Background: an optimization exercise with open tools, aiming at small area and a short achievable clock period. Do not read the settings as production practice. In this exercise RTL edits were held to simulation tests only and were not proved equivalent to the original. Power figures rest on the tool's default switching activity, not on a simulated workload.

$ cat design/flow/standard.sh
#!/bin/bash
# synth_recipe.tcl (not shown) runs the flow's synth.tcl, then flattens the netlist and writes it again
# the make line also repeats each setting of config.mk as NAME=value (left out here)
make -C /OpenROAD-flow-scripts/flow DESIGN_CONFIG=/design/flow/config.mk WORK_HOME=/design/flow/orfs CLKGATE_MAP_FILE= SYNTH_SCRIPT=/design/flow/synth_recipe.tcl "${@:-finish}"
$ cat design/flow/constraint.sdc
create_clock -name core_clock -period 9.0 [get_ports {CLK}]
set_input_delay 1.8000 -clock core_clock [delete_from_list [all_inputs] [get_ports {CLK}]]
set_output_delay 1.8000 -clock core_clock [all_outputs]
set_load 0.01 [all_outputs]
$ cat design/flow/design.v
module Controller (CLK, reset, busIn, instrIn, imemAddr, out);
input CLK;
input reset;
input [31:0] busIn;
input [15:0] instrIn;
output [15:0] imemAddr;
output [106:0] out;
reg [15:0] pc;
reg [31:0] acc;
reg mode;
wire [7:0] op  = instrIn[15:8];
wire [7:0] imm = instrIn[7:0];
wire lo_ok  = (op[7:4] == 4'h0);       
wire hi_ok  = (op[7:4] == 4'h1);       
wire [3:0] o = op[3:0];
wire o_br   = hi_ok & (o == 4'h0);
wire o_brz  = hi_ok & (o == 4'h1);
wire o_brnz = hi_ok & (o == 4'h2);
wire o_exit = hi_ok & (o == 4'h3);
wire o_st   = lo_ok & (o == 4'h9);
wire busform = lo_ok & ((o == 4'h1) | (o == 4'h3) | (o == 4'h7) | (o == 4'ha) | (o == 4'hc) | (o == 4'he));
wire m0 = ~mode;
wire [31:0] b = mode ? busIn : {24'b0, imm};
wire sub = mode ? (op[1] & op[0]) : (op[2] & ~op[0]);
wire [31:0] bx = b ^ {32{sub}};
wire [31:0] p0 = acc ^ bx;
wire [31:0] g0 = acc & bx;
wire [31:0] sum;
add32 u_add (.a(acc), .b(bx), .cin(sub), .s(sum));
function [31:0] rev32(input [31:0] x);
  integer k;
  for (k = 0; k < 32; k = k + 1) rev32[k] = x[31-k];
endfunction
wire dir_l = op[0];                  
wire [31:0] sh_in = dir_l ? acc : rev32(acc);
wire [31:0] x4 = sh_in << imm[3:0];
wire n4 = imm[4];
reg f_add, f_shl, f_shr, f_ld, f_g, f_p, f_keep;
always @* begin
  {f_add, f_shl, f_shr, f_ld, f_g, f_p, f_keep} = 7'b0;
  if (mode)
    case (o)
      4'h1, 4'h3: f_add = 1'b1;
      4'h7: f_ld = 1'b1;
      4'ha: f_g = 1'b1;
      4'hc: begin f_g = 1'b1; f_p = 1'b1; end
      4'he: f_p = 1'b1;
      default: f_keep = 1'b1;
    endcase
  else
    case (o)
      4'h2, 4'h4: f_add = 1'b1;
      4'h5: f_shl = 1'b1;
      4'h6: f_shr = 1'b1;
      4'h8: f_ld = 1'b1;
      4'hb: f_g = 1'b1;
      4'hd: begin f_g = 1'b1; f_p = 1'b1; end
      4'hf: f_p = 1'b1;
      default: f_keep = 1'b1;
    endcase
end
wire s_add  = lo_ok & f_add;
wire s_shl  = lo_ok & f_shl;
wire s_shr  = lo_ok & f_shr;
wire s_ld   = lo_ok & f_ld;
wire s_g    = lo_ok & f_g;
wire s_p    = lo_ok & f_p;
wire s_keep = ~lo_ok | f_keep;
wire [31:0] acc_n = ({32{s_add}} & sum)
                  | ({32{s_shl & ~n4}} & x4)
                  | ({32{s_shl &  n4}} & {x4[15:0], 16'b0})
                  | ({32{s_shr & ~n4}} & rev32(x4))
                  | ({32{s_shr &  n4}} & {16'b0, rev32({x4[15:0], 16'b0})} )
                  | ({32{s_ld}}  & b)
                  | ({32{s_g}}   & g0)
                  | ({32{s_p}}   & p0)
                  | ({32{s_keep}} & acc);
wire zero  = ~|acc;
wire taken = m0 & (o_br | (o_brz & zero) | (o_brnz & ~zero));
wire hold  = m0 & busform;
wire [7:0] inc_lo = taken ? imm : {7'b0, ~hold};
wire neg = taken & imm[7];
wire [7:0] lp = pc[7:0] ^ inc_lo;
wire [7:0] lg = pc[7:0] & inc_lo;
wire [7:0] lc;    
assign lc[0] = lg[0];
assign lc[1] = lg[1] | (lp[1] & lg[0]);
wire g32 = lg[3] | (lp[3] & lg[2]);
wire p32 = lp[3] & lp[2];
assign lc[2] = lg[2] | (lp[2] & lc[1]);
assign lc[3] = g32 | (p32 & lc[1]);
wire g54 = lg[5] | (lp[5] & lg[4]);
wire p54 = lp[5] & lp[4];
wire g76 = lg[7] | (lp[7] & lg[6]);
wire p76 = lp[7] & lp[6];
wire g74 = g76 | (p76 & g54);
wire p74 = p76 & p54;
assign lc[4] = lg[4] | (lp[4] & lc[3]);
assign lc[5] = g54 | (p54 & lc[3]);
wire g64 = lg[6] | (lp[6] & g54);
wire p64 = lp[6] & p54;
assign lc[6] = g64 | (p64 & lc[3]);
assign lc[7] = g74 | (p74 & lc[3]);
wire [7:0] lo = lp ^ {lc[6:0], 1'b0};
wire up = lc[7] & ~neg;
wire dn = ~lc[7] & neg;
wire [7:0] ones, zeros;    
assign ones[0] = 1'b1;
assign zeros[0] = 1'b1;
genvar gi;
generate for (gi = 1; gi < 8; gi = gi + 1) begin : g_hi
  assign ones[gi]  = ones[gi-1] & pc[8+gi-1];
  assign zeros[gi] = zeros[gi-1] & ~pc[8+gi-1];
end endgenerate
wire [7:0] hi = pc[15:8] ^ (({8{up}} & ones) | ({8{dn}} & zeros));
wire [15:0] pc_n = {hi, lo};
wire st = m0 & o_st;
wire rd = m0 & busform;
assign imemAddr = pc;
assign out = {(st | rd) ? imm : 8'b0, rd, st, st ? acc : 32'b0,
              acc_n, pc_n, instrIn, m0 & o_exit};
always @(posedge CLK)
  if (reset) begin
    pc   <= 16'b0;
    acc  <= 32'b0;
    mode <= 1'b0;
  end else begin
    pc   <= pc_n;
    acc  <= acc_n;
    mode <= rd;
  end
endmodule
module add32(input [31:0] a, input [31:0] b, input cin, output [31:0] s);
wire [31:0] p0 = a ^ b;
wire [31:0] g0 = a & b;
wire gc0 = g0[0] | (p0[0] & cin);
wire g_0 = g0[1] | (p0[1] & gc0);
wire g_1 = g0[3] | (p0[3] & g0[2]);
wire p_1 = p0[3] & p0[2];
wire g_2 = g0[5] | (p0[5] & g0[4]);
wire p_2 = p0[5] & p0[4];
wire g_3 = g0[7] | (p0[7] & g0[6]);
wire p_3 = p0[7] & p0[6];
wire g_4 = g0[9] | (p0[9] & g0[8]);
wire p_4 = p0[9] & p0[8];
wire g_5 = g0[11] | (p0[11] & g0[10]);
wire p_5 = p0[11] & p0[10];
wire g_6 = g0[13] | (p0[13] & g0[12]);
wire p_6 = p0[13] & p0[12];
wire g_7 = g0[15] | (p0[15] & g0[14]);
wire p_7 = p0[15] & p0[14];
wire g_8 = g0[17] | (p0[17] & g0[16]);
wire p_8 = p0[17] & p0[16];
wire g_9 = g0[19] | (p0[19] & g0[18]);
wire p_9 = p0[19] & p0[18];
wire g_10 = g0[21] | (p0[21] & g0[20]);
wire p_10 = p0[21] & p0[20];
wire g_11 = g0[23] | (p0[23] & g0[22]);
wire p_11 = p0[23] & p0[22];
wire g_12 = g0[25] | (p0[25] & g0[24]);
wire p_12 = p0[25] & p0[24];
wire g_13 = g0[27] | (p0[27] & g0[26]);
wire p_13 = p0[27] & p0[26];
wire g_14 = g0[29] | (p0[29] & g0[28]);
wire p_14 = p0[29] & p0[28];
wire g_15 = g0[31] | (p0[31] & g0[30]);
wire p_15 = p0[31] & p0[30];
wire g_16 = g_1 | (p_1 & g_0);
wire g_17 = g_3 | (p_3 & g_2);
wire p_17 = p_3 & p_2;
wire g_18 = g_5 | (p_5 & g_4);
wire p_18 = p_5 & p_4;
wire g_19 = g_7 | (p_7 & g_6);
wire p_19 = p_7 & p_6;
wire g_20 = g_9 | (p_9 & g_8);
wire p_20 = p_9 & p_8;
wire g_21 = g_11 | (p_11 & g_10);
wire p_21 = p_11 & p_10;
wire g_22 = g_13 | (p_13 & g_12);
wire p_22 = p_13 & p_12;
wire g_23 = g_15 | (p_15 & g_14);
wire p_23 = p_15 & p_14;
wire g_24 = g_17 | (p_17 & g_16);
wire g_25 = g_19 | (p_19 & g_18);
wire p_25 = p_19 & p_18;
wire g_26 = g_21 | (p_21 & g_20);
wire p_26 = p_21 & p_20;
wire g_27 = g_23 | (p_23 & g_22);
wire p_27 = p_23 & p_22;
wire g_28 = g_25 | (p_25 & g_24);
wire g_29 = g_27 | (p_27 & g_26);
wire p_29 = p_27 & p_26;
wire g_30 = g_29 | (p_29 & g_28);
wire g_31 = g_26 | (p_26 & g_28);
wire g_32 = g_18 | (p_18 & g_24);
wire g_33 = g_20 | (p_20 & g_28);
wire g_34 = g_22 | (p_22 & g_31);
wire g_35 = g_2 | (p_2 & g_16);
wire g_36 = g_4 | (p_4 & g_24);
wire g_37 = g_6 | (p_6 & g_32);
wire g_38 = g_8 | (p_8 & g_28);
wire g_39 = g_10 | (p_10 & g_33);
wire g_40 = g_12 | (p_12 & g_31);
wire g_41 = g_14 | (p_14 & g_34);
wire g_42 = g0[2] | (p0[2] & g_0);
wire g_43 = g0[4] | (p0[4] & g_16);
wire g_44 = g0[6] | (p0[6] & g_35);
wire g_45 = g0[8] | (p0[8] & g_24);
wire g_46 = g0[10] | (p0[10] & g_36);
wire g_47 = g0[12] | (p0[12] & g_32);
wire g_48 = g0[14] | (p0[14] & g_37);
wire g_49 = g0[16] | (p0[16] & g_28);
wire g_50 = g0[18] | (p0[18] & g_38);
wire g_51 = g0[20] | (p0[20] & g_33);
wire g_52 = g0[22] | (p0[22] & g_39);
wire g_53 = g0[24] | (p0[24] & g_31);
wire g_54 = g0[26] | (p0[26] & g_40);
wire g_55 = g0[28] | (p0[28] & g_34);
wire g_56 = g0[30] | (p0[30] & g_41);
assign s[0] = p0[0] ^ cin;
assign s[1] = p0[1] ^ gc0;
assign s[2] = p0[2] ^ g_0;
assign s[3] = p0[3] ^ g_42;
assign s[4] = p0[4] ^ g_16;
assign s[5] = p0[5] ^ g_43;
assign s[6] = p0[6] ^ g_35;
assign s[7] = p0[7] ^ g_44;
assign s[8] = p0[8] ^ g_24;
assign s[9] = p0[9] ^ g_45;
assign s[10] = p0[10] ^ g_36;
assign s[11] = p0[11] ^ g_46;
assign s[12] = p0[12] ^ g_32;
assign s[13] = p0[13] ^ g_47;
assign s[14] = p0[14] ^ g_37;
assign s[15] = p0[15] ^ g_48;
assign s[16] = p0[16] ^ g_28;
assign s[17] = p0[17] ^ g_49;
assign s[18] = p0[18] ^ g_38;
assign s[19] = p0[19] ^ g_50;
assign s[20] = p0[20] ^ g_33;
assign s[21] = p0[21] ^ g_51;
assign s[22] = p0[22] ^ g_39;
assign s[23] = p0[23] ^ g_52;
assign s[24] = p0[24] ^ g_31;
assign s[25] = p0[25] ^ g_53;
assign s[26] = p0[26] ^ g_40;
assign s[27] = p0[27] ^ g_54;
assign s[28] = p0[28] ^ g_34;
assign s[29] = p0[29] ^ g_55;
assign s[30] = p0[30] ^ g_41;
assign s[31] = p0[31] ^ g_56;
endmodule
$ cat design/flow/flow/run.sh
#!/bin/bash
# Own layout flow: the standard ORFS flow with two changes.
#  - Synthesis: ADDER_MAP_FILE is left empty, so Yosys does not extract full/half adder cells
#    before ABC and ABC maps the adders' gates itself (faster, no larger). Everything else in
#    the standard synthesis, and so every register, its name and cell type, is unchanged.
#  - Placement: every port still gets a buffer, but sky130_fd_sc_hd__buf_1 instead of the delay
#    cell buffer_ports picks by default; the resizer upsizes these where timing needs it.
# Each step's full log is under orfs/logs/; make's own output goes to standard_finish.log.
set -euo pipefail
export BUFFER_PORTS_ARGS="-buffer_cell sky130_fd_sc_hd__buf_1"
bash standard.sh ADDER_MAP_FILE= finish > standard_finish.log 2>&1
$ cat design/flow/config.mk
export PLATFORM = sky130hd
export DESIGN_NAME = Controller
export DESIGN_NICKNAME = Controller
export VERILOG_FILES = /design/flow/design.v
export SDC_FILE = /design/flow/constraint.sdc
export NUM_CORES = 4
export LEC_CHECK = 0
export ABC_AREA = 1
export CAP_MARGIN = 20
export CORE_MARGIN = 2
export CORE_UTILIZATION = 60
export SETUP_SLACK_MARGIN = 2.5
export SLEW_MARGIN = 20
==> implementation parameters, run 1 <==
Parameter                              Value

Outcome
  Result of the run    complete, no violations

Clock tree
  H-Tree Depth    2
  Post-cts hold buffer count    0
  Clock insertion delay at the later pin of the skew report    320 ps
  Total number of clock tree sinks    49
  Clock Tree Buf Depth    2
  Reg clk slew, reported paths    roughly 80 ps
  Clock tree from TritonCTS    done
  Clk Tree Root Cell    sky130_fd_sc_hd__clkbuf_16
  Number of buffers added by the clock tree synthesis step    5

Final layout
  Fill cell total of the finished layout    ~1200
  Net total in the final layout    1653
  Area growth, synth to finish    12.3%
  Fraction of layout cells with a size suffix above 1    0.0661
  Number of non-filler instances in the completed layout    1776

Yosys
  Yosys warning count    1
  Share of synthesized area occupied by flip-flops and latches    0.124
  Count of distinct cell types in the synthesized netlist    53
  Number of register bits inferred by synthesis    49
  Post-Syn Area    between 7000 and 8000 µm²
  Post-synthesis cell count    1487
  Post-Syn Area per Cell    5.30 µm²
  Syn Nets    1537

Critical path
  Arrival time of data at the critical path endpoint    4660 ps
  Data required time of the worst path    around 7000 ps
  Most common cell on crit path    sky130_fd_sc_hd__o21ai_0
  Kind of capture point of the worst setup path    output pin
  Cells traversed along the worst timing path    buf_8 > o21ai_0 > o21ai_0 > mux2i_1 > o21ai_0 > o21ai_0 > a221oi_1 > nand2_1 > buf_1
  Category of the critical setup timing path    in2out
  Count of cells along the worst register-to-register path    11
  Worst flop-to-flop path endpoint    acc[25]$_SDFF_PP0_
  Source of the worst register-to-register timing path    mode$_SDFF_PP0_
  Capture point of the worst path    out[39]
  Crit path max fanout    30
  R2r setup slk    roughly 5100 ps
  Max stage delay cell, worst path    sky130_fd_sc_hd__o21ai_0
  Origin of the worst setup path    instrIn[8]
  Kind of start point of the critical path    input pin
  Delay of the slowest critical-path stage    approximately 660 ps

STA
  Setup repair after global routing missed its margin    yes
  Number of pins exceeding their max-slew limit in the final report    0
  Period minus WS final    around 6500 ps
  Final clock skew    10.6 ps
  Remaining max-slew budget at the tightest pin    0.257
  Summed negative setup slack over all endpoints    0 ps
  Pin slew with the least headroom to its limit    1110 ps
  Final setup vio count    0
  Final hold viol count    0
  Highest clock rate    155 MHz
  Final cycle utilization of the critical path    0.718

Floorplan
  Vert. Die Dim    119 µm
  Die area    14100 µm²
  Die width    119 µm
  Starting utilization of the core area    0.620
  Boundary Pins    173
  Area of the placeable core    12700 µm²
  Std cell rows    41

Detailed routing
  Vias after detailed routing    11300
  Remaining DRCs    0
  Final routed wire length divided by cell count    20.0 µm
  Wirelength, routed    35600 µm
  Number of DRC violations after detailed-routing iteration 0    2348
  Detailed-route vias per instance    roughly 6.4
  Number of nets still failing antenna checks after routing    0
  Pre-antenna DRT Iters    10

Place
  Final RePlAce weighted congestion    1.16
  Cells after DPL    around 1800
  Count of buffers from port buffering    172
  HPWL after detailed placement    26500 µm

GRT
  Total gr overflow    0
  Global-route wire length before repair    53200 µm
  Maximum number of pins on one net before global-route repair    50
  Via count of the first global-routing pass    9763
  GRT Total Usage    0.480
  Antenna violations before repair    2

Power and ir drop
  Power density over the cells    ~78 nW/µm²
  Peak supply drop    between 0.00007 and 0.00008 V
  Total leakage power    between 0.004 and 0.005 µW

Job
  Maximum capacitance violations    0

Hold path
  Type of the tightest min-delay check    reg2reg
sequential cells by signal, summed over array words and instances, names as in the netlist:
signal / flops
pc: 16
acc: 32
mode: 1
Yosys cell counts, drive strengths merged:
library cell | n | share of area
o2111ai | 3 | 0.0033
a211oi | 5 | 0.0048
or2 | 5 | 0.0040
a22o | 1 | 0.0011
nand3 | 97 | 0.063
o21bai | 3 | 0.0029
clkinv | 6 | 0.0029
o22a | 1 | 0.0011
nor4 | 8 | 0.0063
nor2b | 3 | 0.0024
clkbuf | 36 | 0.017
nor2 | 178 | 0.086
dfxtp | 49 | 0.12
o31ai | 1 | 0.00095
nand3b | 7 | 0.0067
o21ai | 139 | 0.091
a21boi | 2 | 0.0019
xnor2 | 2 | 0.0022
a21oi | 79 | 0.053
mux2i | 35 | 0.044
o2111a | 1 | 0.0014
a2111oi | 8 | 0.0089
o221ai | 22 | 0.024
o221a | 1 | 0.0014
o22ai | 25 | 0.020
nand4 | 18 | 0.014
o21a | 6 | 0.0057
nor3 | 15 | 0.011
and2 | 2 | 0.0016
nand2 | 477 | 0.24
a221oi | 11 | 0.013
inv | 176 | 0.084
buf | 44 | 0.038
o211ai | 12 | 0.013
a31oi | 4 | 0.0032
xor2 | 5 | 0.0056
logic make-up after synthesis:
group	Yosys count	synth area share
xor+xnor	7	0.00778
mux	35	0.0444
flops	49	0.124
buf+inv	262	0.141
compound gates	324	0.251
simple gates	810	0.431
what timing repair did:
item,CTS,global route
gates cloned,0,1
setup endpoints to repair,37,35
resized for setup,14,44
buffers inserted,0,3
pin swaps,0,4
critical path: cells and delay by family:
kind / cells / cell delay [ps]
compound gates: 5 / 2100
buf+inv: 2 / 320
mux: 1 / 280
simple gates: 1 / 130
cells in the final DEF, fill, tap and decap left out, drive strengths merged, types with 15 or more instances in the layout:
cell type,n
nand2,478
buf,187
nor2,178
inv,176
o21ai,139
nand3,97
a21oi,79
dfxtp,49
mux2i,35
o22ai,25
o221ai,22
nand4,18
nor3,15
power breakdown:
group	internal, µW	switching (µW)
clock network	131	106
logic	63.0	168
registers	220	3.98
total	414	278
cell type report:
class | instances | area (µm²) | area share
inverters | 182 | 701 | 0.0791
well taps | 172 | 215 | 0.0243
multi-input cells | 1177 | 5950 | 0.672
clock inverters | 2 | 38.8 | 0.00438
repair buffers | 188 | 841 | 0.0949
diodes | 1 | 2.50 | 0.000283
flip-flops and latches | 49 | 982 | 0.111
clock buffers | 5 | 125 | 0.0141
how the worst min path moves through the flow:
stage / depth (start not counted) / from / endpoint
final: 2 / pc[10]$_SDFF_PP0_ / pc[10]$_SDFF_PP0_
after global routing: 2 / pc[10]$_SDFF_PP0_ / pc[10]$_SDFF_PP0_
after CTS: 2 / pc[10]$_SDFF_PP0_ / pc[10]$_SDFF_PP0_
after detailed placement: 2 / pc[10]$_SDFF_PP0_ / pc[10]$_SDFF_PP0_
after floorplan: 2 / pc[10]$_SDFF_PP0_ / pc[10]$_SDFF_PP0_
after global placement: 2 / pc[10]$_SDFF_PP0_ / pc[10]$_SDFF_PP0_
metrics by stage:
step           setup slack (ps)  total power (µW)   util  area, µm²  hold slack, ps
4_1_cts                    2470               668  0.678       8630             537
2_1_floorplan              3350               375      -       7880             540
3_3_place_gp               2090               431  0.662       8420             510
5_1_grt                    2430               712  0.696       8850             570
3_5_place_dp               2050               434  0.662       8420             525
6_report                   2540               692  0.696       8860             539
per-layer routing:
| metal | wire (µm) | global-route usage | vias to the layer above | share of wire |
|---|---|---|---|---|
| li1 | - | - | 5155 | - |
| met1 | 13100 | 0.627 | 4945 | 0.37 |
| met2 | 14300 | 0.700 | 1002 | 0.40 |
| met3 | 5630 | 0.143 | 241 | 0.16 |
| met4 | 2560 | 0.266 | 0 | 0.072 |
| met5 | 0 | 0 | - | 0 |
==> run 2, diff against run 1 <==
--- a/design/flow/config.mk
+++ b/design/flow/config.mk
@@ -8,6 +8,6 @@
 export ABC_AREA = 1
 export CAP_MARGIN = 20
 export CORE_MARGIN = 2
-export CORE_UTILIZATION = 60
+export CORE_UTILIZATION = 45
 export SETUP_SLACK_MARGIN = 2.5
 export SLEW_MARGIN = 20
==> run 2 against run 1 <==
Still clean on timing, DRC and antenna; power fell by 4.2%; sequential cell count did not move; die area rose by 32%; largest cell class unchanged; highest routed layer unchanged.
==> implementation parameters, run 2 <==
Parameter                              Value

Outcome
  Result of the run    complete, no violations

Yosys
  Most frequent cells after synthesis    sky130_fd_sc_hd__nand2_1, sky130_fd_sc_hd__nor2_1, sky130_fd_sc_hd__inv_1, sky130_fd_sc_hd__o21ai_0, sky130_fd_sc_hd__nand3_1
  Post-Syn Area per Cell    ~5.3 µm²
  Most used standard cell by instance count after synthesis    sky130_fd_sc_hd__nand2_1
  Number of register bits inferred by synthesis    between 40 and 50
  Most used DFF post-synth    sky130_fd_sc_hd__dfxtp_1
  Count of distinct cell types in the synthesized netlist    53
  Async SR Flop Fraction    0
  Share of the synthesized area in the top cell type    0.218
  Post-synthesis cell count    between 1000 and 1500
  Syn Nets    ~1500
  Yosys warning count    1
  Post-Syn Area    7880 µm²
  Top cell type by total area after synthesis    sky130_fd_sc_hd__nand2_1
  Number of enable flip-flop cells after synthesis    0
  Share of synthesized area occupied by flip-flops and latches    0.124
  Top post-synthesis cells by area    sky130_fd_sc_hd__nand2_1, sky130_fd_sc_hd__dfxtp_1, sky130_fd_sc_hd__nor2_1

Final layout
  Post-route standard cell area excluding fillers    8910 µm²
  Max reg flops    32
  Area growth, synth to finish    13.0%
  Net total in the final layout    1655
  Largest registers in the final layout    acc x32, pc x16, mode x1
  Most frequent standard cell in the layout excluding fill and tap cells    sky130_fd_sc_hd__nand2_1
  Number of antenna diodes    0
  Fill cell total of the finished layout    1913
  Fraction of layout cells with a size suffix above 1    0.0679
  Register with the most flip-flops    acc
  Commonest non-fill, non-tap cells in the layout    sky130_fd_sc_hd__nand2_1, sky130_fd_sc_hd__nor2_1, sky130_fd_sc_hd__buf_1, sky130_fd_sc_hd__inv_1, sky130_fd_sc_hd__o21ai_0

Floorplan
  Die width    between 100 and 150 µm
  Die area    18600 µm²
  Vert. Die Dim    136 µm
  Std cell rows    48
  Starting utilization of the core area    0.457
  Area of the placeable core    17200 µm²
  Boundary Pins    approximately 170

STA
  Number of pins exceeding their max-slew limit in the final report    0
  Remaining max-slew budget at the tightest pin    0.297
  Worst Slack Setup Final    roughly 2500 ps
  Setup repair after global routing missed its margin    yes
  Final hold viol count    0
  Pin slew with the least headroom to its limit    1050 ps
  Period minus WS final    6460 ps
  Summed negative setup slack over all endpoints    0 ps
  Final clock skew    between 10 and 15 ps
  Final cycle utilization of the critical path    0.718
  Final setup vio count    0
  Highest clock rate    roughly 150 MHz

Detailed routing
  Wirelength, routed    36700 µm
  Number of DRC violations after detailed-routing iteration 0    1547
  Number of nets still failing antenna checks after routing    0
  Remaining DRCs    0
  Pre-antenna DRT Iters    9
  Vias after detailed routing    10900
  Final routed wire length divided by cell count    between 20 and 25 µm
  Detailed-route vias per instance    5.93

Power and ir drop
  Register share of total power    0.338
  Part of the total power dissipated in the clock network    0.312
  Final total power    between 600 and 700 µW
  Switching power summed over all nets    269 µW
  Peak supply drop    between 0.00006 and 0.00007 V
  Power density over the cells    roughly 74 nW/µm²
  Total leakage power    0.00408 µW
  Combinational power share    0.350
  Net Sw Frac    0.406
  Internal power consumption    slightly below 400 µW

Place
  Count of buffers from port buffering    172
  Final RePlAce weighted congestion    1.24
  Minimum setup slack after placement    1910 ps
  Post-placement cell area    around 8500 µm²
  HPWL after detailed placement    ~29000 µm

GRT
  Via count of the first global-routing pass    around 9300
  Maximum number of pins on one net before global-route repair    48
  GRT Total Usage    0.378
  Total gr overflow    0
  Antenna violations before repair    0
  Global-route wire length before repair    53300 µm

Critical path
  Category of the critical setup timing path    in2out
  Kind of capture point of the worst setup path    output pin
  Crit path max fanout    33
  R2r setup slk    5290 ps
  Arrival time of data at the critical path endpoint    approximately 4700 ps
  Kind of start point of the critical path    input pin
  Data required time of the worst path    between 7000 and 8000 ps

Clock tree
  Clock Tree Buf Depth    2
  H-Tree Depth    2
  Clock tree from TritonCTS    done
  Clk Tree Root Cell    sky130_fd_sc_hd__clkbuf_16
  Clock insertion delay at the later pin of the skew report    310 ps
  Reg clk slew, reported paths    70 ps
  Total number of clock tree sinks    49
  Post-cts hold buffer count    0
  Number of buffers added by the clock tree synthesis step    5

Hold path
  Type of the tightest min-delay check    reg2reg

Job
  Maximum capacitance violations    0
[run 2: cell counts after synthesis]
No cell type changed its count.
[run 2: worst paths after layout]
| check | from | end | depth (start not counted) |
|---|---|---|---|
| setup / recovery | instrIn[8] | out[60] | 14 |
| hold / removal | pc[10]$_SDFF_PP0_ | pc[10]$_SDFF_PP0_ | 2 |
| hold reg to reg | pc[10]$_SDFF_PP0_ | pc[10]$_SDFF_PP0_ | 2 |
| setup reg to reg | mode$_SDFF_PP0_ | acc[25]$_SDFF_PP0_ | 11 |
[run 2: worst max-delay path, cell delays in order]
cell and delay (ps):
sky130_fd_sc_hd__buf_12 150, sky130_fd_sc_hd__buf_4 230, sky130_fd_sc_hd__nand2_1 140, sky130_fd_sc_hd__o21ai_0 210, sky130_fd_sc_hd__mux2i_1 250, sky130_fd_sc_hd__nand2_1 80, sky130_fd_sc_hd__o21ai_0 130, sky130_fd_sc_hd__nor2_1 70
sky130_fd_sc_hd__a31oi_1 260, sky130_fd_sc_hd__o21a_1 390, sky130_fd_sc_hd__o22ai_1 160, sky130_fd_sc_hd__a2111oi_1 530, sky130_fd_sc_hd__nand2_1 110, sky130_fd_sc_hd__buf_1 140
[run 2: cells by family (layout without fill, tap and decap cells)]
group           Yosys count  count (layout)  synth area share
flops                    49              49             0.124
mux                      35              35            0.0444
xor+xnor                  7               7           0.00778
simple gates            810             811             0.431
compound gates          324             324             0.251
buf+inv                 262             379             0.141
[run 2: area by class of cell]
cell class / count / area, µm² / share of cell area
Multi-Input combinational cell: 1177 / 5950 / 0.668
Sequential cell: 49 / 982 / 0.110
Timing Repair Buffer: 190 / 845 / 0.0948
Clock buffer: 7 / 143 / 0.0160
Tap cell: 225 / 282 / 0.0316
Inverter: 182 / 703 / 0.0790
[run 2: timing repair]
item	CTS	global route
gates resized for setup	15	42
gates cloned	0	1
pin swaps	1	3
endpoints found under the setup margin	41	33
setup buffers	0	2
[run 2: routing by layer]
metal,GRT usage,part of all wire
met1,0.499,0.41
met2,0.569,0.42
met3,0.104,0.12
met4,0.172,0.054
met5,0,0
[run 2: per-stage QoR]
| step | std cells | hold WS, ps | utilization |
|---|---|---|---|
| after floorplan | 1487 | 540 | - |
| after global placement | 1819 | 514 | 0.494 |
| after detailed placement | 1820 | 522 | 0.495 |
| after CTS | 1827 | 532 | 0.507 |
| after global routing | 1830 | 553 | 0.517 |
| final | 1830 | 534 | 0.517 |
[run 2: power by group through the flow]
stage               clock network, µW  logic [µW]  registers (µW)
floorplan                           0         147             228
global route                      214         250             224
finish                            207         232             224
CTS                               211         215             224
global placement                    0         211             229
detailed placement                  0         212             229
==> run 3, diff against run 2 <==
--- a/design/flow/config.mk
+++ b/design/flow/config.mk
@@ -9,5 +9,5 @@
 export CAP_MARGIN = 20
 export CORE_MARGIN = 2
 export CORE_UTILIZATION = 45
-export SETUP_SLACK_MARGIN = 2.5
+export SETUP_SLACK_MARGIN = 2.3
 export SLEW_MARGIN = 20
==> run 3 against run 2 <==
Still clean; wire length down 1.3%; count of clock-buffer cells in the layout is the same; global-route usage barely moved; final cell count decreased by 0.16%; fmax decreased by 2.2%; register-to-register slack worse by 70 ps; critical path type unchanged.
==> implementation parameters, run 3 <==
Parameter                              Value

Yosys
  Share of synthesized area occupied by flip-flops and latches    0.124
  Number of enable flip-flop cells after synthesis    0
  Most used DFF post-synth    sky130_fd_sc_hd__dfxtp_1
  Count of distinct cell types in the synthesized netlist    53
  Most used standard cell by instance count after synthesis    sky130_fd_sc_hd__nand2_1
  Post-Syn Area per Cell    5.30 µm²
  Post-Syn Area    7880 µm²
  Async SR Flop Fraction    0
  Yosys warning count    1
  Most frequent cells after synthesis    sky130_fd_sc_hd__nand2_1, sky130_fd_sc_hd__nor2_1, sky130_fd_sc_hd__inv_1, sky130_fd_sc_hd__o21ai_0, sky130_fd_sc_hd__nand3_1
  Top post-synthesis cells by area    sky130_fd_sc_hd__nand2_1, sky130_fd_sc_hd__dfxtp_1, sky130_fd_sc_hd__nor2_1
  Top cell type by total area after synthesis    sky130_fd_sc_hd__nand2_1
  Share of the synthesized area in the top cell type    0.218
  Number of register bits inferred by synthesis    49
  Syn Nets    1537
  Post-synthesis cell count    1487

Floorplan
  Die width    136 µm
  Vert. Die Dim    136 µm
  Area of the placeable core    17200 µm²
  Starting utilization of the core area    0.457
  Die area    18600 µm²
  Boundary Pins    173
  Std cell rows    48

Clock tree
  Reg clk slew, reported paths    70 ps
  # Post-CTS Setup Buffers    0
  Clk Tree Root Cell    sky130_fd_sc_hd__clkbuf_16
  Clock tree from TritonCTS    done
  Resized cells post-CTS    7
  Total number of clock tree sinks    49
  Post-cts hold buffer count    0
  H-Tree Depth    2
  Clock insertion delay at the later pin of the skew report    320 ps
  Clock Tree Buf Depth    2
  Number of buffers added by the clock tree synthesis step    5

Power and ir drop
  Internal power consumption    roughly 400 µW
  Net Sw Frac    0.406
  Combinational power share    0.343
  Total leakage power    0.00404 µW
  Register share of total power    0.341
  Part of the total power dissipated in the clock network    0.316
  Switching power summed over all nets    267 µW
  Peak supply drop    between 0.00006 and 0.00007 V
  Final total power    657 µW
  Power density over the cells    75.0 nW/µm²

Final layout
  Max reg flops    32
  Most frequent standard cell in the layout excluding fill and tap cells    sky130_fd_sc_hd__nand2_1
  Number of antenna diodes    0
  Largest registers in the final layout    acc x32, pc x16, mode x1
  Number of non-filler instances in the completed layout    1827
  Post-route standard cell area excluding fillers    8770 µm²
  Net total in the final layout    1652
  Commonest non-fill, non-tap cells in the layout    sky130_fd_sc_hd__nand2_1, sky130_fd_sc_hd__nor2_1, sky130_fd_sc_hd__buf_1, sky130_fd_sc_hd__inv_1, sky130_fd_sc_hd__o21ai_0
  Area growth, synth to finish    11.2%
  Fraction of layout cells with a size suffix above 1    0.0574
  Register with the most flip-flops    acc

Place
  Count of buffers from port buffering    around 170
  HPWL after detailed placement    28700 µm
  Post-placement cell area    8530 µm²
  Final RePlAce weighted congestion    1.24
  Cells after DPL    1820

GRT
  Maximum number of pins on one net before global-route repair    48
  GRT Total Usage    0.378
  Global-route wire length before repair    53300 µm
  Antenna violations before repair    0
  Total gr overflow    0
  Via count of the first global-routing pass    9352

Critical path
  Cells traversed along the worst timing path    buf_8 > buf_4 > nand2_1 > o21ai_0 > mux2i_1 > inv_1 > nand2_1 > o21ai_0 > o21ai_0 > nor2_1 > inv_1 > o21ai_0 > a2111oi_1 > nand2_1 > buf_1
  Count of buffering cells on the critical path with inverters included    5
  Kind of capture point of the worst setup path    output pin
  Worst flop-to-flop path endpoint    acc[13]$_SDFF_PP0_
  Max stage delay cell, worst path    sky130_fd_sc_hd__a2111oi_1
  Most common cell on crit path    sky130_fd_sc_hd__o21ai_0
  Crit path max fanout    33
  Arrival time of data at the critical path endpoint    4810 ps
  Category of the critical setup timing path    in2out
  Data required time of the worst path    7200 ps
  Total stage count of the critical path    15
  Delay of the slowest critical-path stage    around 780 ps
  Origin of the worst setup path    instrIn[8]
  Cell type group with the largest total delay on the critical path    compound AO/OA/AOI/OAI gates
  Kind of start point of the critical path    input pin
  R2r setup slk    5220 ps
  Source of the worst register-to-register timing path    mode$_SDFF_PP0_
  Count of cells along the worst register-to-register path    11

STA
  Remaining max-slew budget at the tightest pin    0.327
  Summed negative setup slack over all endpoints    0 ps
  Final setup vio count    0
  Pin slew with the least headroom to its limit    1000 ps
  Number of pins exceeding their max-slew limit in the final report    0
  Final cycle utilization of the critical path    0.735
  Highest clock rate    151 MHz
  Final hold viol count    0
  Period minus WS final    6610 ps
  Setup repair after global routing missed its margin    no
  Final clock skew    11.6 ps

Hold path
  Hold path start    pc[15]$_SDFF_PP0_
  Number of cells traversed by the worst hold path    2
  Type of the tightest min-delay check    reg2reg
  Hold Path Sink    pc[15]$_SDFF_PP0_

Detailed routing
  Detailed-route vias per instance    5.91
  Final routed wire length divided by cell count    19.8 µm
  Number of nets still failing antenna checks after routing    0
  Pre-antenna DRT Iters    9
  Number of DRC violations after detailed-routing iteration 0    1435
  Wirelength, routed    36200 µm
  Remaining DRCs    0
  Vias after detailed routing    10800

Job
  Maximum capacitance violations    0

Outcome
  Result of the run    complete, no violations
-- run 3: changes by cell type in the layout (fill, tap and decap cells not counted), sizes merged --
cell / delta
buf: -3
clkinvlp: -1
nand2: -1
clkbuf: +1
clkinv: +1
-- run 3: final cells by class --
| cell class | instances | area, µm² |
|---|---|---|
| multi-input cells | 1176 | 5860 |
| well taps | 225 | 282 |
| fillers | 1924 | 8470 |
| inverters | 182 | 694 |
| flip-flops and latches | 49 | 982 |
| clock buffers | 7 | 143 |
| repair buffers | 188 | 802 |
-- run 3: metal layers --
layer,vias to the layer above,share of wire,global-route usage
met5,-,0,0
met4,0,0.051,0.172
met3,144,0.12,0.104
met2,680,0.41,0.569
met1,4835,0.41,0.499
li1,5143,-,-
-- run 3: worst max path at each step --
stage                    to  slack [ps]
finish              out[37]        2390
floorplan           out[62]        3350
global route        out[64]        2310
global placement    out[37]        1930
detailed placement  out[37]        1910
CTS                 out[64]        2320
-- run 3: stage by stage --
step	utilization	worst slack, ps	hold slack, ps
after floorplan	-	3350	540
after global routing	0.509	2310	553
after detailed placement	0.495	1910	522
after global placement	0.494	1930	514
after CTS	0.505	2320	532
final	0.509	2390	534
-- run 3: power groups by stage --
stage / logic, µW / registers, µW / clock network [µW]
3_5_place_dp: 212 / 229 / 0
2_1_floorplan: 147 / 228 / 0
3_3_place_gp: 211 / 229 / 0
5_1_grt: 243 / 224 / 214
4_1_cts: 214 / 224 / 211
6_report: 225 / 224 / 208
-- run 3: worst reg2reg max path: cells and delay by family, from the launching register on --
kind	cells	cell delay (ps)
AO/OA/AOI/OAI	2	320
AND/OR/NAND/NOR	5	1410
buffers and inverters	4	1620
flip-flops	1	310
-- run 3: cells by family after synthesis --
family	share of synthesized area
mux	0.0444
compound gates	0.251
simple gates	0.431
xor+xnor	0.00778
flops	0.124
buf+inv	0.141
==> run 4, diff against run 3 <==
--- a/design/flow/config.mk
+++ b/design/flow/config.mk
@@ -9,5 +9,6 @@
 export CAP_MARGIN = 20
 export CORE_MARGIN = 2
 export CORE_UTILIZATION = 45
-export SETUP_SLACK_MARGIN = 2.3
+export CTS_BUF_LIST = sky130_fd_sc_hd__clkbuf_8
+export SETUP_SLACK_MARGIN = 2.5
 export SLEW_MARGIN = 20
==> run 4 against run 3 <==
Critical path type unchanged; worst setup slack better by 100 ps; critical path depth decreased by 1; still clean on timing, DRC and antenna; design area is 0.86% higher; combinational power grew 4%; critical endpoint is now out[60]; sequential share of layout area fell by 0.095 points; power is 7.0% lower.
==> implementation parameters, run 4 <==
Parameter                              Value

Outcome
  Result of the run    complete, no violations

Floorplan
  Vert. Die Dim    roughly 140 µm
  Die area    18600 µm²
  Starting utilization of the core area    0.457
  Die width    136 µm
  Std cell rows    48
  Boundary Pins    173
  Area of the placeable core    roughly 17000 µm²

Power and ir drop
  Internal power consumption    344 µW
  Part of the total power dissipated in the clock network    0.252
  Register share of total power    0.367
  Peak supply drop    0.0000551 V
  Power density over the cells    ~69 nW/µm²
  Net Sw Frac    0.436
  Total leakage power    around 0.004 µW
  Switching power summed over all nets    roughly 270 µW
  Combinational power share    0.381

STA
  Highest clock rate    154 MHz
  Final clock skew    9.72 ps
  Number of pins exceeding their max-slew limit in the final report    0
  Period minus WS final    6510 ps
  Summed negative setup slack over all endpoints    0 ps
  Setup repair after global routing missed its margin    yes
  Remaining max-slew budget at the tightest pin    0.305
  Final setup vio count    0
  Final hold viol count    0
  Pin slew with the least headroom to its limit    a little over 1000 ps
  Final cycle utilization of the critical path    0.723

Final layout
  Max reg flops    32
  Register with the most flip-flops    acc
  Area growth, synth to finish    12.2%
  Commonest non-fill, non-tap cells in the layout    sky130_fd_sc_hd__nand2_1, sky130_fd_sc_hd__nor2_1, sky130_fd_sc_hd__buf_1, sky130_fd_sc_hd__inv_1, sky130_fd_sc_hd__o21ai_0
  Fraction of layout cells with a size suffix above 1    0.0679
  Most frequent standard cell in the layout excluding fill and tap cells    sky130_fd_sc_hd__nand2_1
  Largest registers in the final layout    acc x32, pc x16, mode x1
  Net total in the final layout    1655
  Number of antenna diodes    0
  Final cell utilization of the core    0.513

Yosys
  Most frequent cells after synthesis    sky130_fd_sc_hd__nand2_1, sky130_fd_sc_hd__nor2_1, sky130_fd_sc_hd__inv_1, sky130_fd_sc_hd__o21ai_0, sky130_fd_sc_hd__nand3_1
  Adder-cell share of the synthesized area    0
  Async SR Flop Fraction    0
  Mux contribution to synthesized area    0.0444
  Number of enable flip-flop cells after synthesis    0
  Post-synthesis cell count    1487
  Post-Syn Area per Cell    5.30 µm²
  Xor-xnor portion of the synthesized cell area    0.00778
  Share of synthesized area occupied by flip-flops and latches    0.124
  Top cell type by total area after synthesis    sky130_fd_sc_hd__nand2_1
  Synth Area in Simple Gates    0.431
  Syn Nets    1537
  Post-Syn Area    7880 µm²
  Main combinational cell family by area after synthesis    simple AND/OR/NAND/NOR gates
  Number of register bits inferred by synthesis    between 40 and 50
  Complex-gate fraction of the synthesized area    0.251
  Most used DFF post-synth    sky130_fd_sc_hd__dfxtp_1
  Share of the synthesized area in the top cell type    0.218
  Most used standard cell by instance count after synthesis    sky130_fd_sc_hd__nand2_1
  Top post-synthesis cells by area    sky130_fd_sc_hd__nand2_1, sky130_fd_sc_hd__dfxtp_1, sky130_fd_sc_hd__nor2_1
  Count of distinct cell types in the synthesized netlist    53
  Yosys warning count    1

Clock tree
  Post-cts hold buffer count    0
  Clock insertion delay at the later pin of the skew report    340 ps
  H-Tree Depth    2
  Number of buffers added by the clock tree synthesis step    5
  Total number of clock tree sinks    49
  Reg clk slew, reported paths    100 ps
  Clock tree from TritonCTS    done
  Clk Tree Root Cell    sky130_fd_sc_hd__clkbuf_8
  Clock Tree Buf Depth    2

Detailed routing
  Final routed wire length divided by cell count    20.1 µm
  Number of DRC violations after detailed-routing iteration 0    1531
  Remaining DRCs    0
  Vias after detailed routing    10900
  Detailed-route vias per instance    5.98
  Pre-antenna DRT Iters    8
  Wirelength, routed    36900 µm
  Number of nets still failing antenna checks after routing    0

GRT
  Via count of the first global-routing pass    9376
  Antenna violations before repair    0
  Maximum number of pins on one net before global-route repair    48
  GRT Total Usage    0.378
  Total gr overflow    0
  Global-route wire length before repair    53400 µm

Critical path
  Crit path max fanout    33
  Category of the critical setup timing path    in2out
  R2r setup slk    5320 ps
  Arrival time of data at the critical path endpoint    4710 ps
  Source of the worst register-to-register timing path    mode$_SDFF_PP0_
  Worst flop-to-flop path endpoint    acc[25]$_SDFF_PP0_
  Count of cells along the worst register-to-register path    11
  Kind of capture point of the worst setup path    output pin
  Data required time of the worst path    7200 ps
  Kind of start point of the critical path    input pin

Hold path
  Hold Path Sink    pc[15]$_SDFF_PP0_
  Type of the tightest min-delay check    reg2reg
  Hold path start    pc[15]$_SDFF_PP0_
  Number of cells traversed by the worst hold path    2

Job
  Maximum capacitance violations    0

Place
  HPWL after detailed placement    between 20000 and 30000 µm
  Count of buffers from port buffering    172
  Final RePlAce weighted congestion    1.24
[run 4: worst max-delay path: stages]
cell and delay [ps]:
sky130_fd_sc_hd__buf_12 150, sky130_fd_sc_hd__buf_4 230, sky130_fd_sc_hd__nand2_1 140, sky130_fd_sc_hd__o21ai_0 210, sky130_fd_sc_hd__mux2i_1 280, sky130_fd_sc_hd__nand2_1 80, sky130_fd_sc_hd__o21ai_0 130, sky130_fd_sc_hd__nor2_1 70
sky130_fd_sc_hd__a31oi_1 250, sky130_fd_sc_hd__o21a_1 410, sky130_fd_sc_hd__o22ai_1 150, sky130_fd_sc_hd__a2111oi_1 520, sky130_fd_sc_hd__nand2_1 100, sky130_fd_sc_hd__buf_1 140
[run 4: how the worst max path moves through the flow]
stage                from       to  cells past startpoint
4_1_cts        instrIn[8]  out[37]                     15
3_3_place_gp   instrIn[8]  out[37]                     13
3_5_place_dp   instrIn[8]  out[37]                     13
6_report       instrIn[8]  out[60]                     14
5_1_grt        instrIn[6]  out[64]                     26
2_1_floorplan  instrIn[8]  out[62]                     21
[run 4: logic make-up (layout without fill, tap and decap cells)]
kind of cell    after synthesis  count (layout)
mux                          35              35
buf+inv                     262             379
simple gates                810             811
compound gates              324             324
xor+xnor                      7               7
flops                        49              49
[run 4: cell type report]
cell class,count,area [µm²]
flip-flops and latches,49,982
inverters,182,703
repair buffers,190,845
clock inverters,1,3.75
fillers,1919,8390
clock buffers,6,82.6
multi-input cells,1177,5940
well taps,225,282
[run 4: metrics by stage]
| stage | instance area, µm² | hold slack [ps] | cells | power [µW] | worst slack, ps |
|---|---|---|---|---|---|
| final | 8840 | 537 | 1830 | 611 | 2490 |
| after global routing | 8840 | 558 | 1830 | 635 | 2440 |
| after CTS | 8680 | 537 | 1827 | 597 | 2480 |
| after detailed placement | 8530 | 522 | 1820 | 441 | 1910 |
| after global placement | 8510 | 514 | 1819 | 440 | 1930 |
| after floorplan | 7880 | 540 | 1487 | 375 | 3350 |
[run 4: routing by layer]
metal	GRT usage	part of all wire	vias up
li1	-	-	5148
met1	0.505	0.41	4890
met2	0.567	0.41	746
met3	0.0966	0.12	165
met4	0.174	0.056	0
met5	0	0	-
[run 4: repair_timing]
action | 4_1_cts | 5_1_grt
gates cloned | 0 | 1
buffers inserted | 0 | 2
pin swaps | 1 | 3
setup endpoints to repair | 41 | 33
gates resized for setup | 15 | 42
endpoints found under the hold margin | 0 | 0
[run 4: power groups by stage]
stage          Sequential [µW]  Combinational (µW)  Clock [µW]
2_1_floorplan              228                 147           0
3_5_place_dp               229                 212           0
6_report                   224                 233         154
5_1_grt                    224                 250         161
4_1_cts                    224                 215         158
3_3_place_gp               229                 211           0
==> run 5, diff against run 4 <==
==> design/flow/flow/run.sh (replaced) <==
#!/bin/bash
# Own layout flow: the standard ORFS flow (standard.sh) with these changes.
#  - Synthesis: ADDER_MAP_FILE is left empty, so Yosys does not extract full/half adder cells
#    before ABC, and ABC maps the combinational logic with flow/abc.script (an area-oriented
#    mapping) through flow/abc_wrap.tcl, which otherwise runs synth_recipe.tcl unchanged. The
#    registers, their names and cell types are those of the standard synthesis.
#  - Placement: every port still gets a buffer, but sky130_fd_sc_hd__buf_1 instead of the delay
#    cell buffer_ports picks by default; the resizer upsizes these where timing needs it.
# Each step's full log is under orfs/logs/; make's own output goes to standard_finish.log.
set -euo pipefail
here=$(pwd)
export BUFFER_PORTS_ARGS="-buffer_cell sky130_fd_sc_hd__buf_1"
export MY_ABC_SCRIPT="$here/flow/abc.script"
export FLOW_SYNTH_TCL="$here/synth_recipe.tcl"
bash standard.sh ADDER_MAP_FILE= SYNTH_SCRIPT="$here/flow/abc_wrap.tcl" finish > standard_finish.log 2>&1
==> design/flow/flow/abc.script (new file) <==
&get -n
&st
&dch
&nf -R 1000
&put
topo
stime -c
buffer -c
upsize -c
dnsize -c
==> design/flow/flow/abc_wrap.tcl (new file) <==
# The standard flow's synthesis (synth_recipe.tcl, unchanged) with one change: the ABC call that maps the
# combinational logic uses flow/abc.script instead of ORFS's abc_area.script. Every other
# argument of that call, and every other step, is as in the standard synthesis.
proc abc {args} {
  set i [lsearch -exact $args -script]
  if {$i >= 0} { lset args [expr {$i + 1}] $::env(MY_ABC_SCRIPT) }
  yosys abc {*}$args
}
source $::env(FLOW_SYNTH_TCL)
--- a/design/flow/config.mk
+++ b/design/flow/config.mk
@@ -9,6 +9,5 @@
 export CAP_MARGIN = 20
 export CORE_MARGIN = 2
 export CORE_UTILIZATION = 45
-export CTS_BUF_LIST = sky130_fd_sc_hd__clkbuf_8
 export SETUP_SLACK_MARGIN = 2.5
 export SLEW_MARGIN = 20
==> run 5 against run 4 <==
Critical endpoint is now out[57]; final cell count fell by 19%; worst hold slack better by 60 ps; worst setup slack worse by 820 ps; largest cell class unchanged; highest routed layer unchanged; still clean on timing, DRC and antenna; via count fell by 19%.
==> implementation parameters, run 5 <==
Parameter                              Value

GRT
  Via count of the first global-routing pass    7878
  Antenna violations before repair    0
  Total gr overflow    0
  Global-route wire length before repair    44100 µm
  Maximum number of pins on one net before global-route repair    62
  GRT Total Usage    0.323

Clock tree
  Reg clk slew, reported paths    approximately 70 ps
  Clock tree from TritonCTS    done
  Clk Tree Root Cell    sky130_fd_sc_hd__clkbuf_16
  Clock insertion delay at the later pin of the skew report    320 ps
  H-Tree Depth    2
  Clock Tree Buf Depth    2
  Number of buffers added by the clock tree synthesis step    5
  Total number of clock tree sinks    49
  Post-cts hold buffer count    0

Critical path
  Arrival time of data at the critical path endpoint    5530 ps
  Most common cell on crit path    sky130_fd_sc_hd__o21ai_4
  Delay of the slowest critical-path stage    340 ps
  Data required time of the worst path    7200 ps
  Kind of start point of the critical path    input pin
  Cell type group with the largest total delay on the critical path    simple AND/OR/NAND/NOR gates
  Kind of capture point of the worst setup path    output pin
  Max stage delay cell, worst path    sky130_fd_sc_hd__or3_4
  Cells traversed along the worst timing path    buf_12 > inv_4 > o21ai_4 > nand2_8 > xor2_4 > xnor2_2 > or2_4 > nand2_4 > maj3_4 > a21oi_4 > or3_4 > nand3b_1 > o21ai_4 > o31ai_4 > nand4_2 > nand3_2 > buf_6 > nand2b_4 > a32o_1 > a221o_1 > nor4_2 > nand2_1 > clkbuf_2
  Category of the critical setup timing path    in2out
  Count of buffering cells on the critical path with inverters included    4
  Crit path max fanout    4

Yosys
  Post-synthesis cell count    1098
  Post-Syn Area per Cell    6.64 µm²
  Syn Nets    1148
  Post-Syn Area    7290 µm²
  Count of distinct cell types in the synthesized netlist    77
  Most used DFF post-synth    sky130_fd_sc_hd__dfxtp_1
  Most frequent cells after synthesis    sky130_fd_sc_hd__nand2_1, sky130_fd_sc_hd__nor2_1, sky130_fd_sc_hd__o21ai_0, sky130_fd_sc_hd__a21oi_1, sky130_fd_sc_hd__clkbuf_1
  Most used standard cell by instance count after synthesis    sky130_fd_sc_hd__nand2_1
  Share of synthesized area occupied by flip-flops and latches    0.134
  Async SR Flop Fraction    0
  Top cell type by total area after synthesis    sky130_fd_sc_hd__dfxtp_1
  Yosys warning count    1
  Number of enable flip-flop cells after synthesis    0
  Top post-synthesis cells by area    sky130_fd_sc_hd__dfxtp_1, sky130_fd_sc_hd__nand2_1, sky130_fd_sc_hd__nor2_1
  Share of the synthesized area in the top cell type    0.134
  Number of register bits inferred by synthesis    49

Final layout
  Number of antenna diodes    0
  Register with the most flip-flops    acc
  Largest registers in the final layout    acc x32, pc x16, mode x1
  Area growth, synth to finish    30.2%
  Fraction of layout cells with a size suffix above 1    0.238
  Commonest non-fill, non-tap cells in the layout    sky130_fd_sc_hd__nand2_1, sky130_fd_sc_hd__buf_1, sky130_fd_sc_hd__nor2_1, sky130_fd_sc_hd__a21oi_1, sky130_fd_sc_hd__o21ai_0
  Most frequent standard cell in the layout excluding fill and tap cells    sky130_fd_sc_hd__nand2_1
  Total area of multi-input combinational cells    6450 µm²
  Fill cell total of the finished layout    1575
  Register area    982 µm²
  Max reg flops    32
  Net total in the final layout    1316

Hold path
  Type of the tightest min-delay check    reg2reg

Power and ir drop
  Final total power    around 710 µW
  Power density over the cells    75.2 nW/µm²
  Peak supply drop    0.0000796 V
  Total leakage power    0.00365 µW

STA
  Final setup vio count    0
  Final hold viol count    0
  Remaining max-slew budget at the tightest pin    0.250
  Number of pins exceeding their max-slew limit in the final report    0
  Period minus WS final    7330 ps
  Final clock skew    15.4 ps
  Pin slew with the least headroom to its limit    between 1000 and 1500 ps
  Summed negative setup slack over all endpoints    0 ps
  Final cycle utilization of the critical path    0.815
  Setup repair after global routing missed its margin    yes
  Highest clock rate    136 MHz

Detailed routing
  Wirelength, routed    29800 µm
  Number of nets still failing antenna checks after routing    0
  Pre-antenna DRT Iters    5
  Remaining DRCs    0
  Number of DRC violations after detailed-routing iteration 0    slightly below 1000
  Vias after detailed routing    8847
  Detailed-route vias per instance    5.97
  Final routed wire length divided by cell count    20.1 µm

Floorplan
  Boundary Pins    approximately 170
  Die area    ~17000 µm²
  Std cell rows    46
  Starting utilization of the core area    0.459
  Die width    approximately 130 µm
  Area of the placeable core    around 16000 µm²
  Vert. Die Dim    131 µm

Place
  Count of buffers from port buffering    172
  HPWL after detailed placement    between 20000 and 25000 µm
  Final RePlAce weighted congestion    0.957

Outcome
  Result of the run    complete, no violations

Job
  Maximum capacitance violations    0
## run 5: changes by cell type after synthesis, moves of 20 or more
cell,delta
sky130_fd_sc_hd__nand2_1,-309
sky130_fd_sc_hd__nor2b_1,+46
sky130_fd_sc_hd__o21ai_0,-35
sky130_fd_sc_hd__nand3_1,-75
sky130_fd_sc_hd__inv_1,-153
sky130_fd_sc_hd__clkbuf_1,+20
sky130_fd_sc_hd__and2_1,+43
sky130_fd_sc_hd__xor2_1,+45
sky130_fd_sc_hd__xnor2_1,+38
sky130_fd_sc_hd__mux2_2,+26
sky130_fd_sc_hd__nor2_1,-50
## run 5: final timing paths
path,cells past startpoint,slack (ps),end,from
setup / recovery,23,1670,out[57],instrIn[10]
setup reg to reg,22,4090,pc[15]$_SDFF_PP0_,acc[2]$_SDFF_PP0_
hold / removal,2,600,pc[15]$_SDFF_PP0_,pc[15]$_SDFF_PP0_
hold reg to reg,2,600,pc[15]$_SDFF_PP0_,pc[15]$_SDFF_PP0_
## run 5: layout make-up
cell class | count | share of cell area
clock buffers | 5 | 0.0132
clock inverters | 3 | 0.00461
inverters | 11 | 0.00461
multi-input cells | 936 | 0.679
flip-flops and latches | 49 | 0.103
well taps | 216 | 0.0285
repair buffers | 263 | 0.167
## run 5: worst register-to-register path: stages (launching register included)
cell,delay [ps]
sky130_fd_sc_hd__dfxtp_1,300
sky130_fd_sc_hd__buf_4,170
sky130_fd_sc_hd__nor4_1,620
sky130_fd_sc_hd__nand4_1,260
sky130_fd_sc_hd__o31a_2,460
sky130_fd_sc_hd__nor2_4,140
sky130_fd_sc_hd__nand2_1,90
sky130_fd_sc_hd__xor2_2,250
sky130_fd_sc_hd__nor2_2,60
sky130_fd_sc_hd__a31oi_2,230
sky130_fd_sc_hd__o21ai_2,90
sky130_fd_sc_hd__nor2b_2,150
sky130_fd_sc_hd__a31oi_2,200
sky130_fd_sc_hd__o21ai_2,90
sky130_fd_sc_hd__nor2b_4,130
sky130_fd_sc_hd__a31oi_4,170
sky130_fd_sc_hd__nor2_2,70
sky130_fd_sc_hd__or4_4,530
sky130_fd_sc_hd__nor4_4,260
sky130_fd_sc_hd__nor2_1,80
sky130_fd_sc_hd__a21oi_1,150
sky130_fd_sc_hd__xor2_1,190
sky130_fd_sc_hd__nor2b_1,140
## run 5: report_power, final
| part | switching (µW) | leakage [µW] | internal (µW) |
|---|---|---|---|
| clock network | 102 | 0.0000842 | 132 |
| registers | 6.53 | 0.000396 | 220 |
| logic | 152 | 0.00317 | 102 |
## run 5: stage by stage
step	instances	area [µm²]	setup WS (ps)	util	hold slack [ps]
floorplan	1098	7410	2140	-	520
global placement	1401	7960	1120	0.501	577
detailed placement	1401	7960	1030	0.501	577
CTS	1465	9030	1660	0.568	592
global route	1483	9490	1450	0.598	625
finish	1483	9490	1670	0.598	598
## run 5: per-layer routing
metal  GRT usage  up-vias  routed length [µm]
met2       0.518      533               13200
li1            -     4187                   -
met3      0.0451       95                3060
met5           0        -                   0
met1       0.441     4032               12300
met4       0.122        0                1220
## run 5: cells by family after synthesis
logic type | after synthesis | synth area share
buf+inv | 113 | 0.0722
xor+xnor | 91 | 0.110
mux | 71 | 0.102
fa+ha+maj | 3 | 0.00463
simple gates | 476 | 0.317
compound gates | 295 | 0.260
flops | 49 | 0.134
## run 5: timing repair
action / in CTS / in global routing
resized for setup: 126 / 85
pin swaps: 45 / 51
buffers inserted: 56 / 18
endpoints found under the setup margin: 41 / 41
gates cloned: 0 / 0
==> run 6, diff against run 5 <==
==> design/flow/flow/abc.script (replaced) <==
strash
dch
amap
topo
stime -c
buffer -c
upsize -c
dnsize -c
==> run 6 against run 5 <==
Worst hold slack worse by 20 ps; count of clock-buffer cells in the layout unchanged; core utilization rose by 4.2 points; synthesized cell count is 3.9% higher; sequential power barely moved; critical path depth increased by 9; synthesized area shrank 7.0%; clock skew increased by 2.0 ps; highest routed layer unchanged; clock power is 8% lower; via count grew 12%; still clean; non-clock buffer count increased by 29.
==> implementation parameters, run 6 <==
Parameter                              Value

STA
  Pin slew with the least headroom to its limit    around 1000 ps
  Setup repair after global routing missed its margin    yes
  Remaining max-slew budget at the tightest pin    0.320
  Final cycle utilization of the critical path    0.906
  Number of pins exceeding their max-slew limit in the final report    0
  Worst Slack Setup Final    849 ps
  Period minus WS final    8150 ps
  Highest clock rate    123 MHz
  Final setup vio count    0
  Final hold viol count    0
  Final clock skew    17.4 ps
  Summed negative setup slack over all endpoints    0 ps

Final layout
  Fill cell total of the finished layout    1400
  Fraction of layout cells with a size suffix above 1    0.264
  Commonest non-fill, non-tap cells in the layout    sky130_fd_sc_hd__nor2_1, sky130_fd_sc_hd__buf_1, sky130_fd_sc_hd__buf_4, sky130_fd_sc_hd__nand2_1, sky130_fd_sc_hd__o22ai_1
  Most frequent standard cell in the layout excluding fill and tap cells    sky130_fd_sc_hd__nor2_1
  Number of non-filler instances in the completed layout    1526
  Area growth, synth to finish    38.1%
  Largest registers in the final layout    acc x32, pc x16, mode x1
  Number of antenna diodes    0
  Net total in the final layout    1391
  Register with the most flip-flops    acc
  Max reg flops    32
  Final cell utilization of the core    0.640

Power and ir drop
  Peak supply drop    0.0000707 V
  Register share of total power    0.311
  Part of the total power dissipated in the clock network    0.297
  Final total power    726 µW
  Net Sw Frac    0.405
  Switching power summed over all nets    294 µW
  Internal power consumption    432 µW
  Power density over the cells    77.5 nW/µm²
  Total leakage power    0.00345 µW
  Combinational power share    0.392

Hold path
  Hold path start    pc[0]$_SDFF_PP0_
  Type of the tightest min-delay check    reg2reg

Yosys
  Syn Nets    1191
  Yosys warning count    1
  Count of distinct cell types in the synthesized netlist    55
  Async SR Flop Fraction    0
  Number of register bits inferred by synthesis    49
  Share of the synthesized area in the top cell type    0.161
  Most used DFF post-synth    sky130_fd_sc_hd__dfxtp_1
  Post-Syn Area per Cell    5.94 µm²
  Top post-synthesis cells by area    sky130_fd_sc_hd__nor2_1, sky130_fd_sc_hd__dfxtp_1, sky130_fd_sc_hd__o22a_1
  Number of enable flip-flop cells after synthesis    0
  Share of synthesized area occupied by flip-flops and latches    0.145
  Most frequent cells after synthesis    sky130_fd_sc_hd__nor2_1, sky130_fd_sc_hd__nand2_1, sky130_fd_sc_hd__o22ai_1, sky130_fd_sc_hd__a21oi_1, sky130_fd_sc_hd__inv_1
  Post-synthesis cell count    about 1100
  Top cell type by total area after synthesis    sky130_fd_sc_hd__nor2_1
  Most used standard cell by instance count after synthesis    sky130_fd_sc_hd__nor2_1
  Post-Syn Area    6780 µm²

Detailed routing
  Wirelength, routed    between 30000 and 40000 µm
  Remaining DRCs    0
  Vias after detailed routing    9941
  Number of nets still failing antenna checks after routing    0
  Final routed wire length divided by cell count    roughly 21 µm
  Pre-antenna DRT Iters    7
  Met3 routed WL    3680 µm
  Number of DRC violations after detailed-routing iteration 0    1233
  Met1 routed wirelength after detailed routing    12700 µm
  Detailed-route vias per instance    6.51
  Met2 WL    approximately 14000 µm
  Highest routed metal layer    met4

Critical path
  Category of the critical setup timing path    in2out
  Crit path max fanout    6
  Count of buffering cells on the critical path with inverters included    10
  Origin of the worst setup path    instrIn[10]
  Delay of the slowest critical-path stage    approximately 330 ps
  Kind of start point of the critical path    input pin
  Kind of capture point of the worst setup path    output pin
  Source of the worst register-to-register timing path    mode$_SDFF_PP0_
  R2r setup slk    3040 ps
  Max stage delay cell, worst path    sky130_fd_sc_hd__o21ai_4
  Data required time of the worst path    7200 ps
  Cell type group with the largest total delay on the critical path    compound AO/OA/AOI/OAI gates
  Arrival time of data at the critical path endpoint    6350 ps

GRT
  Global-route wire length before repair    46700 µm
  Via count of the first global-routing pass    8503
  GRT Total Usage    0.367
  Total gr overflow    0
  Maximum number of pins on one net before global-route repair    50
  Antenna violations before repair    0

Clock tree
  Clock insertion delay at the later pin of the skew report    320 ps
  H-Tree Depth    2
  Total number of clock tree sinks    49
  Clk Tree Root Cell    sky130_fd_sc_hd__clkbuf_16
  Number of buffers added by the clock tree synthesis step    5
  Reg clk slew, reported paths    ~70 ps
  Clock Tree Buf Depth    2
  Clock tree from TritonCTS    done

Floorplan
  Vert. Die Dim    approximately 130 µm
  Std cell rows    44
  Area of the placeable core    14600 µm²
  Die area    approximately 16000 µm²
  Die width    127 µm
  Boundary Pins    173
  Starting utilization of the core area    0.463

Place
  Minimum setup slack after placement    816 ps
  Cells after DPL    1414
  Final RePlAce weighted congestion    0.986
  HPWL after detailed placement    ~21000 µm
  Count of buffers from port buffering    172

Job
  Maximum capacitance violations    0

Outcome
  Result of the run    complete, no violations
## run 6: cell types whose count changed in the layout (fill, tap and decap cells not counted), moves of 26 or more
| cell | delta |
|---|---|
| sky130_fd_sc_hd__o22ai_1 | +57 |
| sky130_fd_sc_hd__xor2_1 | -40 |
| sky130_fd_sc_hd__mux2i_1 | -42 |
| sky130_fd_sc_hd__mux2_2 | -26 |
| sky130_fd_sc_hd__nand2_1 | -55 |
| sky130_fd_sc_hd__and2_1 | -44 |
| sky130_fd_sc_hd__buf_4 | +42 |
| sky130_fd_sc_hd__o221ai_1 | +27 |
| sky130_fd_sc_hd__o21ai_0 | -42 |
| sky130_fd_sc_hd__inv_1 | +55 |
| sky130_fd_sc_hd__xnor2_1 | -26 |
| sky130_fd_sc_hd__nor2_1 | +152 |
| sky130_fd_sc_hd__o22a_1 | +64 |
## run 6: worst paths after layout
path | depth (start not counted) | endpoint
setup / recovery | 32 | out[63]
hold / removal | 2 | pc[0]$_SDFF_PP0_
setup reg to reg | 28 | acc[30]$_SDFF_PP0_
hold reg to reg | 2 | pc[0]$_SDFF_PP0_
## run 6: timing repair
| action | in CTS | in global routing |
|---|---|---|
| buffers inserted | 56 | 44 |
| setup endpoints to repair | 41 | 44 |
| pin swaps | 33 | 59 |
| hold buffers | 0 | 0 |
| gates cloned | 3 | 0 |
| gates resized for setup | 111 | 148 |
## run 6: power by group through the flow
stage                     logic, µW  registers, µW  clock network, µW
final                           285            226                216
after global routing            298            226                224
after CTS                       249            225                218
after detailed placement        212            230                  0
after global placement          213            230                  0
after floorplan                 153            229                  0
## run 6: cells by family after synthesis
kind of cell,Yosys count,synth area share
buf+inv,180,0.114
flops,49,0.145
simple gates,510,0.326
compound gates,402,0.415
## run 6: worst register-to-register path, delay by kind of cell, from the launching register on
kind,cells,cell delay [ps]
simple gates,8,1090
flops,1,1010
compound gates,12,2570
buf+inv,8,1200
## run 6: layout make-up
| cell class | instances | area, µm² | area share |
|---|---|---|---|
| Clock buffer | 5 | 125 | 0.0134 |
| Clock inverter | 3 | 28.8 | 0.00307 |
| Inverter | 80 | 319 | 0.0341 |
| Multi-Input combinational cell | 912 | 5870 | 0.626 |
| Sequential cell | 49 | 982 | 0.105 |
| Tap cell | 184 | 230 | 0.0246 |
| Timing Repair Buffer | 292 | 1810 | 0.193 |
| Timing Repair inverter | 1 | 7.51 | 0.000801 |
## run 6: per-layer routing
metal  track usage  vias up
met5             0        -
met4         0.192        0
met3        0.0877      175
met2         0.566      748
met1         0.477     4476
li1              -     4542
## run 6: through the flow
step           cell area (µm²)  hold slack [ps]
2_1_floorplan             6860              564
3_3_place_gp              7430              517
6_report                  9370              577
4_1_cts                   8500              558
5_1_grt                   9370              637
3_5_place_dp              7430              538

-- static timing again, ports no longer ideal --
No port has a modelled driver above. Below, the same layouts with a new extraction and two added sets of constraints.
Step 1 sets driving cells, clkbuf_16 on the clock port and buf_2 on the other inputs (assumed; they add their load-dependent delay and slew).
Step 2 adds t to the input delays and takes it off the output delays; t is the mean of the earliest and latest rising clock arrival at the registers after step 1. Input paths then give back, and output paths get back, about the clock's delay inside the block.
Slacks: ideal ports / drivers / drivers and shift; pairs: ideal ports / drivers.
| run | t (ns) | setup WS [ns] | worst setup path at the end | worst slew at a driven data input, ns |
|---|---|---|---|---|
| run 1 | 0.359 | 2.541 / 2.482 / 2.482 | input to output | 0.08 |
| run 2 | 0.355 | 2.535 / 2.486 / 2.486 | input to output | 0.06 |
| run 3 | 0.357 | 2.387 / 2.346 / 2.346 | input to output | 0.05 |
| run 4 | 0.379 | 2.491 / 2.443 / 2.443 | input to output | 0.06 |
| run 5 | 0.351 | 1.668 / 1.605 / 1.605 | input to output | 0.06 |
| run 6 | 0.354 | 0.849 / 0.810 / 0.810 | input to output | 0.06 |
After both steps every run listed still meets setup and hold. The setup slack of run 5, which loses most, moves by -0.063 ns with the drivers and by -0.063 ns with both steps.
